This design comes from an exercise in tuning for small area, a short achievable clock period and few clock cycles per item on the open sky130 flow, not from production work.
Only simulation tests tie the RTL to the original design; equivalence was not proved.
No activity file was given, so power comes from the tool's default toggle rates.

## red
Design top_module, start of the top module:
module top_module(clk, reset, INIT, READY, DONE,
                  input_ram_en, input_ram_addr, input_ram_data,
                  filter_rom_en, filter_rom_addr, filter_rom_data,
                  conv_valid, conv_out);
Size in the first run: roughly 350 flip-flops, ~170 I/O pins.
export LEC_CHECK = 0
export CAP_MARGIN = 20
export CORE_MARGIN = 2
export CORE_UTILIZATION = 60
export PLACE_DENSITY = 0.8
export SETUP_SLACK_MARGIN = 3.5
export SLEW_MARGIN = 20
export SYNTH_HIERARCHICAL = 1
export SYNTH_MINIMUM_KEEP_SIZE = 0
create_clock -name core_clock -period 6.0 [get_ports {clk}]
standard.sh (not shown) runs the stock make flow with config.mk's settings and CLKGATE_MAP_FILE= SYNTH_SCRIPT=/design/flow/synth_recipe.tcl, a recipe that flattens the netlist after the stock synthesis.
==> flow/flow/run.sh <==
#!/bin/bash
# Layout flow: the standard ORFS flow (standard.sh), with these changes:
#  - port buffers: at the start of global placement, flow/pre_gpl.tcl removes the
#    synthesis buffers (as the standard flow does there) and puts a
#    sky130_fd_sc_hd__buf_4 on every input port and a sky130_fd_sc_hd__buf_1 on every
#    output port, in place of the standard buffer_ports call; they are kept through
#    the step's own remove_buffers and released for timing repair by
#    flow/post_gpl.tcl;
#  - clock tree synthesis arguments: -sink_clustering_enable -repair_clock_nets -dont_use_dummy_load -buf_list sky130_fd_sc_hd__clkbuf_8 -sink_clustering_size 15 -sink_clustering_max_diameter 60
# The whole make output goes to flow_make.log in the work folder; ORFS also keeps
# each step's own log under orfs/logs/.
set -euo pipefail
export CTS_ARGS="-sink_clustering_enable -repair_clock_nets -dont_use_dummy_load -buf_list sky130_fd_sc_hd__clkbuf_8 -sink_clustering_size 15 -sink_clustering_max_diameter 60"
bash standard.sh "DONT_BUFFER_PORTS=1" "PRE_GLOBAL_PLACE_TCL=$PWD/flow/pre_gpl.tcl" "POST_GLOBAL_PLACE_TCL=$PWD/flow/post_gpl.tcl" "CTS_ARGS=$CTS_ARGS" finish > flow_make.log 2>&1
==> flow/flow/post_gpl.tcl <==
# Let timing repair resize the port buffers again.
unset_dont_touch [get_cells {input* output*}]
==> flow/flow/pre_gpl.tcl <==
# Buffer every input and output port (the standard flow's buffer_ports, with chosen cells).
remove_buffers
buffer_ports -inputs -buffer_cell sky130_fd_sc_hd__buf_4
buffer_ports -outputs -buffer_cell sky130_fd_sc_hd__buf_1
set_dont_touch [get_cells {input* output*}]
puts "port buffers: [llength [get_cells {input* output*}]]"
Looking at the reports, red completed the entire flow and the layout it produced met the timing, design-rule and antenna checks.
Testbench counts of red, summed over its fixed seeds: cycles 8,320, items 4,112.
### red -> blue
==> flow/config.mk <==
export PLATFORM = sky130hd
export DESIGN_NAME = top_module
export DESIGN_NICKNAME = top_module
export VERILOG_FILES = /design/flow/design.v
export SDC_FILE = /design/flow/constraint.sdc
export NUM_CORES = 4
export LEC_CHECK = 0
export CAP_MARGIN = 20
export CORE_MARGIN = 2
export CORE_UTILIZATION = 55
export PLACE_DENSITY = 0.75
export SETUP_SLACK_MARGIN = 3.5
export SLEW_MARGIN = 20
export SYNTH_HIERARCHICAL = 1
export SYNTH_MINIMUM_KEEP_SIZE = 0
export TNS_END_PERCENT = 5
==> comparison <==
blue gives less depth of the worst register-to-register path than red did. In blue, the design area came out about 0.5% below the value in red. Compared with red, combined area of the multi-input logic cells in blue decreased slightly.
What green does differently from blue at the input level:
==> flow/flow/run.sh <==
#!/bin/bash
# Layout flow: the standard ORFS flow (standard.sh), with these changes:
#  - synthesis and floorplan run first with SETUP_SLACK_MARGIN=0 (the floorplan's
#    timing repair, which sees no wires yet, then upsizes less); the later
#    steps use config.mk's margin;
#  - port buffers: at the start of global placement, flow/pre_gpl.tcl removes the
#    synthesis buffers (as the standard flow does there) and puts a
#    sky130_fd_sc_hd__buf_4 on every input port and a sky130_fd_sc_hd__buf_1 on every
#    output port, in place of the standard buffer_ports call; they are kept through
#    the step's own remove_buffers and released for timing repair by
#    flow/post_gpl.tcl;
#  - clock tree synthesis arguments: -sink_clustering_enable -repair_clock_nets -dont_use_dummy_load -buf_list sky130_fd_sc_hd__clkbuf_8 -sink_clustering_size 15 -sink_clustering_max_diameter 60
# make's output goes to flow_make_floorplan.log and flow_make.log in the work
# folder; ORFS also keeps each step's own log under orfs/logs/.
set -euo pipefail
export CTS_ARGS="-sink_clustering_enable -repair_clock_nets -dont_use_dummy_load -buf_list sky130_fd_sc_hd__clkbuf_8 -sink_clustering_size 15 -sink_clustering_max_diameter 60"
ARGS=("DONT_BUFFER_PORTS=1" "PRE_GLOBAL_PLACE_TCL=$PWD/flow/pre_gpl.tcl" "POST_GLOBAL_PLACE_TCL=$PWD/flow/post_gpl.tcl" "CTS_ARGS=$CTS_ARGS")
bash standard.sh "${ARGS[@]}" "SETUP_SLACK_MARGIN=0" floorplan > flow_make_floorplan.log 2>&1
bash standard.sh "${ARGS[@]}" finish > flow_make.log 2>&1
-- flow/config.mk --
<<< blue, line 14
export SYNTH_HIERARCHICAL = 1
export SYNTH_MINIMUM_KEEP_SIZE = 0
export TNS_END_PERCENT = 5
>>> green, line 14
export SYNTH_HIERARCHICAL = 1
export SYNTH_MINIMUM_KEEP_SIZE = 0
==> comparison <==
green against blue: first-pass GRT wire length barely changed; wire length reported by the detailed router barely changed; combinational share of power climbed 1.4 points; combinational gate power climbed about 2%; total routed wire length on the met1 layer dropped about 6%.
blue has a higher maximum frequency than green.
End-of-flow core utilization (higher): blue
Cmp blue and green / non-clock buffer count / higher: green
In the flow results for blue and green, the setup slack is smaller on green.
Measured against each other, blue and green differ in cell area, the higher figure coming from blue.
Looking only at number of violations reported at the end of detailed-routing iteration 0, and setting everything else aside, the lower value of blue and green goes to blue.

* * *

== run 1 ==
top_module again, from the RTL that the note above started with.
Settings: LEC_CHECK=0, CAP_MARGIN=20, CORE_MARGIN=2, CORE_UTILIZATION=55, PLACE_DENSITY=0.75, SETUP_SLACK_MARGIN=3.5, SLEW_MARGIN=20, SYNTH_HIERARCHICAL=1, SYNTH_MINIMUM_KEEP_SIZE=0; clock period 6.0 ns.
==> flow/flow/run.sh <==
#!/bin/bash
# Layout flow: the standard ORFS flow (standard.sh), with these changes:
#  - port buffers: at the start of global placement, flow/pre_gpl.tcl removes the
#    synthesis buffers (as the standard flow does there) and puts a
#    sky130_fd_sc_hd__buf_2 on every input port and a sky130_fd_sc_hd__buf_1 on every
#    output port, in place of the standard buffer_ports call; they are kept through
#    the step's own remove_buffers and released for timing repair by
#    flow/post_gpl.tcl;
#  - clock tree synthesis arguments: -sink_clustering_enable -repair_clock_nets -dont_use_dummy_load -buf_list sky130_fd_sc_hd__clkbuf_8 -sink_clustering_size 15 -sink_clustering_max_diameter 60
# The whole make output goes to flow_make.log in the work folder; ORFS also keeps
# each step's own log under orfs/logs/.
set -euo pipefail
export CTS_ARGS="-sink_clustering_enable -repair_clock_nets -dont_use_dummy_load -buf_list sky130_fd_sc_hd__clkbuf_8 -sink_clustering_size 15 -sink_clustering_max_diameter 60"
bash standard.sh "DONT_BUFFER_PORTS=1" "PRE_GLOBAL_PLACE_TCL=$PWD/flow/pre_gpl.tcl" "POST_GLOBAL_PLACE_TCL=$PWD/flow/post_gpl.tcl" "CTS_ARGS=$CTS_ARGS" finish > flow_make.log 2>&1
==> flow/flow/pre_gpl.tcl <==
# Buffer every input and output port (the standard flow's buffer_ports, with chosen cells).
remove_buffers
buffer_ports -inputs -buffer_cell sky130_fd_sc_hd__buf_2
buffer_ports -outputs -buffer_cell sky130_fd_sc_hd__buf_1
set_dont_touch [get_cells {input* output*}]
puts "port buffers: [llength [get_cells {input* output*}]]"
Scripts as last shown in full above: flow/flow/post_gpl.tcl
Testbench counts of run 1, summed over its fixed seeds: cycles 8,320, items 4,112.
#### Input delta (run 2 over run 1)
==> flow/flow/run.sh <==
#!/bin/bash
# Layout flow: the standard ORFS flow (standard.sh), with these changes:
#  - port buffers: at the start of global placement, flow/pre_gpl.tcl removes the
#    synthesis buffers (as the standard flow does there) and puts a
#    sky130_fd_sc_hd__buf_4 on every input port and a sky130_fd_sc_hd__buf_1 on every
#    output port, in place of the standard buffer_ports call; they are kept through
#    the step's own remove_buffers and released for timing repair by
#    flow/post_gpl.tcl;
#  - clock tree synthesis arguments: -sink_clustering_enable -repair_clock_nets -dont_use_dummy_load -buf_list sky130_fd_sc_hd__clkbuf_8 -sink_clustering_size 15 -sink_clustering_max_diameter 60
# The whole make output goes to flow_make.log in the work folder; ORFS also keeps
# each step's own log under orfs/logs/.
set -euo pipefail
export CTS_ARGS="-sink_clustering_enable -repair_clock_nets -dont_use_dummy_load -buf_list sky130_fd_sc_hd__clkbuf_8 -sink_clustering_size 15 -sink_clustering_max_diameter 60"
bash standard.sh "DONT_BUFFER_PORTS=1" "PRE_GLOBAL_PLACE_TCL=$PWD/flow/pre_gpl.tcl" "POST_GLOBAL_PLACE_TCL=$PWD/flow/post_gpl.tcl" "CTS_ARGS=$CTS_ARGS" "POST_GLOBAL_ROUTE_TCL=$PWD/flow/post_grt.tcl" finish > flow_make.log 2>&1
==> flow/flow/post_grt.tcl (new file) <==
# Area recovery after global routing: downsize cells on paths whose slack exceeds
# the flow's setup margin (repair_timing's power-recovery mode), then reroute the
# changed nets and rewrite the route guides.
global_route -start_incremental
repair_timing -recover_power 100 -setup_margin $::env(SETUP_SLACK_MARGIN) -verbose
global_route -end_incremental
estimate_parasitics -global_routing
report_worst_slack -max
write_guides $::env(RESULTS_DIR)/route.guide
-- flow/flow/pre_gpl.tcl --
<<< run 1, line 2
remove_buffers
buffer_ports -inputs -buffer_cell sky130_fd_sc_hd__buf_2
buffer_ports -outputs -buffer_cell sky130_fd_sc_hd__buf_1
>>> run 2, line 2
remove_buffers
buffer_ports -inputs -buffer_cell sky130_fd_sc_hd__buf_4
buffer_ports -outputs -buffer_cell sky130_fd_sc_hd__buf_1
Notes after the runs:
- In run 2 relative to run 1, non-clock buffer count had gone down slightly.
- Comparing run 1 with run 2, the utilization came out essentially unchanged.
- Compare run 2 and run 1 | power lower: run 2
- Run 2 | stages: all done | timing, DRC, antenna: all pass
- Global routing usage on met3 on run 2 is up relative to run 1.
- Share of total power in combinational logic on run 2 is down relative to run 1.
> inputs changed (run 2 -> run 3)
-- flow/flow/run.sh --
<<< run 2, line 13
export CTS_ARGS="-sink_clustering_enable -repair_clock_nets -dont_use_dummy_load -buf_list sky130_fd_sc_hd__clkbuf_8 -sink_clustering_size 15 -sink_clustering_max_diameter 60"
bash standard.sh "DONT_BUFFER_PORTS=1" "PRE_GLOBAL_PLACE_TCL=$PWD/flow/pre_gpl.tcl" "POST_GLOBAL_PLACE_TCL=$PWD/flow/post_gpl.tcl" "CTS_ARGS=$CTS_ARGS" "POST_GLOBAL_ROUTE_TCL=$PWD/flow/post_grt.tcl" finish > flow_make.log 2>&1
>>> run 3, line 13
export CTS_ARGS="-sink_clustering_enable -repair_clock_nets -dont_use_dummy_load -buf_list sky130_fd_sc_hd__clkbuf_8 -sink_clustering_size 15 -sink_clustering_max_diameter 60"
bash standard.sh "DONT_BUFFER_PORTS=1" "PRE_GLOBAL_PLACE_TCL=$PWD/flow/pre_gpl.tcl" "POST_GLOBAL_PLACE_TCL=$PWD/flow/post_gpl.tcl" "CTS_ARGS=$CTS_ARGS" finish > flow_make.log 2>&1
-- flow/config.mk --
<<< run 2, line 9
export CORE_MARGIN = 2
export CORE_UTILIZATION = 55
export PLACE_DENSITY = 0.75
export SETUP_SLACK_MARGIN = 3.5
>>> run 3, line 9
export CORE_MARGIN = 2
export CORE_UTILIZATION = 50
export PLACE_DENSITY = 0.7
export SETUP_SLACK_MARGIN = 3.5
removed: flow/flow/post_grt.tcl
Wire length of the first global-routing pass went up by a few percent going from run 2 to run 3. Compared with run 2, in run 3 areal power density over the cells climbed 0.79%, power consumption climbed 0.00033 W, final cell count climbed 1.3%, utilization dropped 4.0 points. Power drawn by the combinational cells of run 3 exceeds that of run 2 by a few percent. Run 3 vs run 2: met2 routing resource usage after global routing down in run 3. When run 3 is measured against run 2, its count of TritonRoute iterations in the first routing pass turns out 1 lower.

* * *

quartz:
top_module again, from the RTL that the note above started with.
// top_module
module top_module(clk, reset, INIT, READY, DONE,
                  input_ram_en, input_ram_addr, input_ram_data,
                  filter_rom_en, filter_rom_addr, filter_rom_data,
                  conv_valid, conv_out);
input clk;
input reset;
input INIT;
output READY;
output DONE;
output input_ram_en;
output [9:0] input_ram_addr;
input [63:0] input_ram_data;
output filter_rom_en;
output filter_rom_addr;
input [63:0] filter_rom_data;
output conv_valid;
output [19:0] conv_out;
reg ready_q;
reg rd_en;
reg [9:0] rd_addr;
wire start = ready_q & INIT;
wire rd_last = (rd_addr == 10'd513);
always @(posedge clk) begin
    if (!reset) begin
        ready_q <= 1'b1;
        rd_en <= 1'b0;
        rd_addr <= 10'd0;
    end else begin
        if (start) begin
            ready_q <= 1'b0;
            rd_en <= 1'b1;
            rd_addr <= 10'd0;
        end else if (rd_en) begin
            rd_addr <= rd_addr + 10'd1;
            if (rd_last) rd_en <= 1'b0;
        end
        if (DONE) ready_q <= 1'b1;
    end
end
assign READY = ready_q;
assign input_ram_en = rd_en;
assign input_ram_addr = rd_addr;
assign filter_rom_en = rd_en;
assign filter_rom_addr = rd_addr[0];
reg [4:0] vo_p;
reg [4:0] last_p;
always @(posedge clk) begin
    if (!reset) begin
        vo_p <= 5'd0;
        last_p <= 5'd0;
    end else begin
        vo_p <= {vo_p[3:0], rd_en & rd_addr[0]};
        last_p <= {last_p[3:0], rd_en & rd_last};
    end
end
assign conv_valid = vo_p[4];
assign DONE = last_p[4];
reg [0:0] g_q;
always @(posedge clk)
    g_q <= {1{vo_p[2]}};
reg [19:0] acc;
wire p1;
wire p2;
wire p3;
wire p4;
wire p5;
wire p6;
wire p7;
wire p8;
wire p9;
wire p10;
wire p11;
wire p12;
wire p13;
wire p14;
wire p15;
wire p16;
wire p17;
wire p18;
wire p19;
wire p20;
wire p21;
wire p22;
wire p23;
wire p24;
wire p25;
wire p26;
wire p27;
wire p28;
wire p29;
wire p30;
wire p31;
wire p32;
wire p33;
wire p34;
wire p35;
wire p36;
wire p37;
wire p38;
wire p39;
wire p40;
wire p41;
wire p42;
wire p43;
wire p44;
wire p45;
wire p46;
wire p47;
wire p48;
wire p49;
wire p50;
wire p51;
wire p52;
wire p53;
wire p54;
wire p55;
wire p56;
wire p57;
wire p58;
wire p59;
wire p60;
wire p61;
wire p62;
wire p63;
wire p64;
wire p65;
wire p66;
wire p67;
wire p68;
wire p69;
wire p70;
wire p71;
wire p72;
wire p73;
wire p74;
wire p75;
  ...
Settings: LEC_CHECK=0, CAP_MARGIN=20, CORE_MARGIN=2, CORE_UTILIZATION=55, GPL_TIMING_DRIVEN=0, PLACE_DENSITY=0.75, SETUP_SLACK_MARGIN=3.5, SLEW_MARGIN=20, SYNTH_HIERARCHICAL=1, SYNTH_MINIMUM_KEEP_SIZE=0; clock period 6.0 ns.
==> flow/flow/run.sh <==
#!/bin/bash
# Layout flow: the standard ORFS flow (standard.sh), with these changes:
#  - port buffers: at the start of global placement, flow/pre_gpl.tcl removes the
#    synthesis buffers (as the standard flow does there) and puts a
#    sky130_fd_sc_hd__buf_2 on every input port and a sky130_fd_sc_hd__buf_1 on every
#    output port, in place of the standard buffer_ports call; they are kept through
#    the step's own remove_buffers and released for timing repair by
#    flow/post_gpl.tcl;
#  - clock tree synthesis arguments: -sink_clustering_enable -repair_clock_nets -dont_use_dummy_load -buf_list sky130_fd_sc_hd__clkbuf_8 -sink_clustering_size 15 -sink_clustering_max_diameter 60
# The whole make output goes to flow_make.log in the work folder; ORFS also keeps
# each step's own log under orfs/logs/.
set -euo pipefail
export CTS_ARGS="-sink_clustering_enable -repair_clock_nets -dont_use_dummy_load -buf_list sky130_fd_sc_hd__clkbuf_8 -sink_clustering_size 15 -sink_clustering_max_diameter 60"
bash standard.sh "DONT_BUFFER_PORTS=1" "PRE_GLOBAL_PLACE_TCL=$PWD/flow/pre_gpl.tcl" "POST_GLOBAL_PLACE_TCL=$PWD/flow/post_gpl.tcl" "CTS_ARGS=$CTS_ARGS" finish > flow_make.log 2>&1
==> flow/flow/pre_gpl.tcl <==
# Buffer every input and output port (the standard flow's buffer_ports, with chosen cells).
remove_buffers
buffer_ports -inputs -buffer_cell sky130_fd_sc_hd__buf_2
buffer_ports -outputs -buffer_cell sky130_fd_sc_hd__buf_1
set_dont_touch [get_cells {input* output*}]
puts "port buffers: [llength [get_cells {input* output*}]]"
Scripts as last shown in full above: flow/flow/post_gpl.tcl
Testbench counts of quartz, summed over its fixed seeds: cycles 8,320, items 4,112.
Input changes introduced in pepper (baseline for comparison: quartz):
Settings: GPL_TIMING_DRIVEN no longer set, was 0; SETUP_SLACK_MARGIN now 3.6, was 3.5.
diff --git a/flow/flow/run.sh b/flow/flow/run.sh
--- a/flow/flow/run.sh
+++ b/flow/flow/run.sh
@@ -3,5 +3,5 @@
 #  - port buffers: at the start of global placement, flow/pre_gpl.tcl removes the
 #    synthesis buffers (as the standard flow does there) and puts a
-#    sky130_fd_sc_hd__buf_2 on every input port and a sky130_fd_sc_hd__buf_1 on every
+#    sky130_fd_sc_hd__buf_4 on every input port and a sky130_fd_sc_hd__buf_1 on every
 #    output port, in place of the standard buffer_ports call; they are kept through
 #    the step's own remove_buffers and released for timing repair by
==> flow/flow/pre_gpl.tcl <==
# Buffer every input and output port (the standard flow's buffer_ports, with chosen cells).
remove_buffers
buffer_ports -inputs -buffer_cell sky130_fd_sc_hd__buf_4
buffer_ports -outputs -buffer_cell sky130_fd_sc_hd__buf_1
set_dont_touch [get_cells {input* output*}]
puts "port buffers: [llength [get_cells {input* output*}]]"
### Flow results
Compared to quartz, pepper has wire length per cell after detailed routing 5.2% higher.
Number of antenna violations at the first check in global routing is lower on quartz
Density: pepper denser than quartz
Register-to-register slack up 20 ps in pepper wrt quartz
On cell count, quartz and pepper are neck and neck.

[port drivers added, routing unchanged]
No port has a modelled driver above. Below, the same layouts with a new extraction and two added sets of constraints.
Step 1, drivers: a clkbuf_16 drives clk and a buf_2 each remaining input, both assumed.
Step 2 times the ports against the registers' clock, not the clock port: input delays grow and output delays shrink by t, the midpoint of the rising clock arrivals with the driver on.
a / b / c = ideal / step 1 / step 2; a / b = the first two.
run | shift t [ns] | slack for setup (ns) | slew at the worst register clock pin (ns)
red | 0.599 | 3.522 / 3.522 / 3.004 | 0.10 / 0.10
blue | 0.597 | 3.499 / 3.499 / 3.026 | 0.10 / 0.10
green | 0.641 | 3.459 / 3.459 / 2.894 | 0.10 / 0.10
run 1 | 0.581 | 3.509 / 3.536 / 2.955 | 0.10 / 0.10
run 2 | 0.601 | 2.692 / 2.692 / 2.355 | 0.10 / 0.10
run 3 | 0.633 | 3.514 / 3.514 / 3.053 | 0.10 / 0.10
quartz | 0.604 | 3.492 / 3.504 / 2.915 | 0.10 / 0.10
pepper | 0.665 | 3.520 / 3.520 / 2.985 | 0.10 / 0.10
After both steps every run listed still meets setup and hold. For quartz, which loses most, drivers alone change the setup slack by +0.012 ns; drivers and shift together by -0.577 ns.
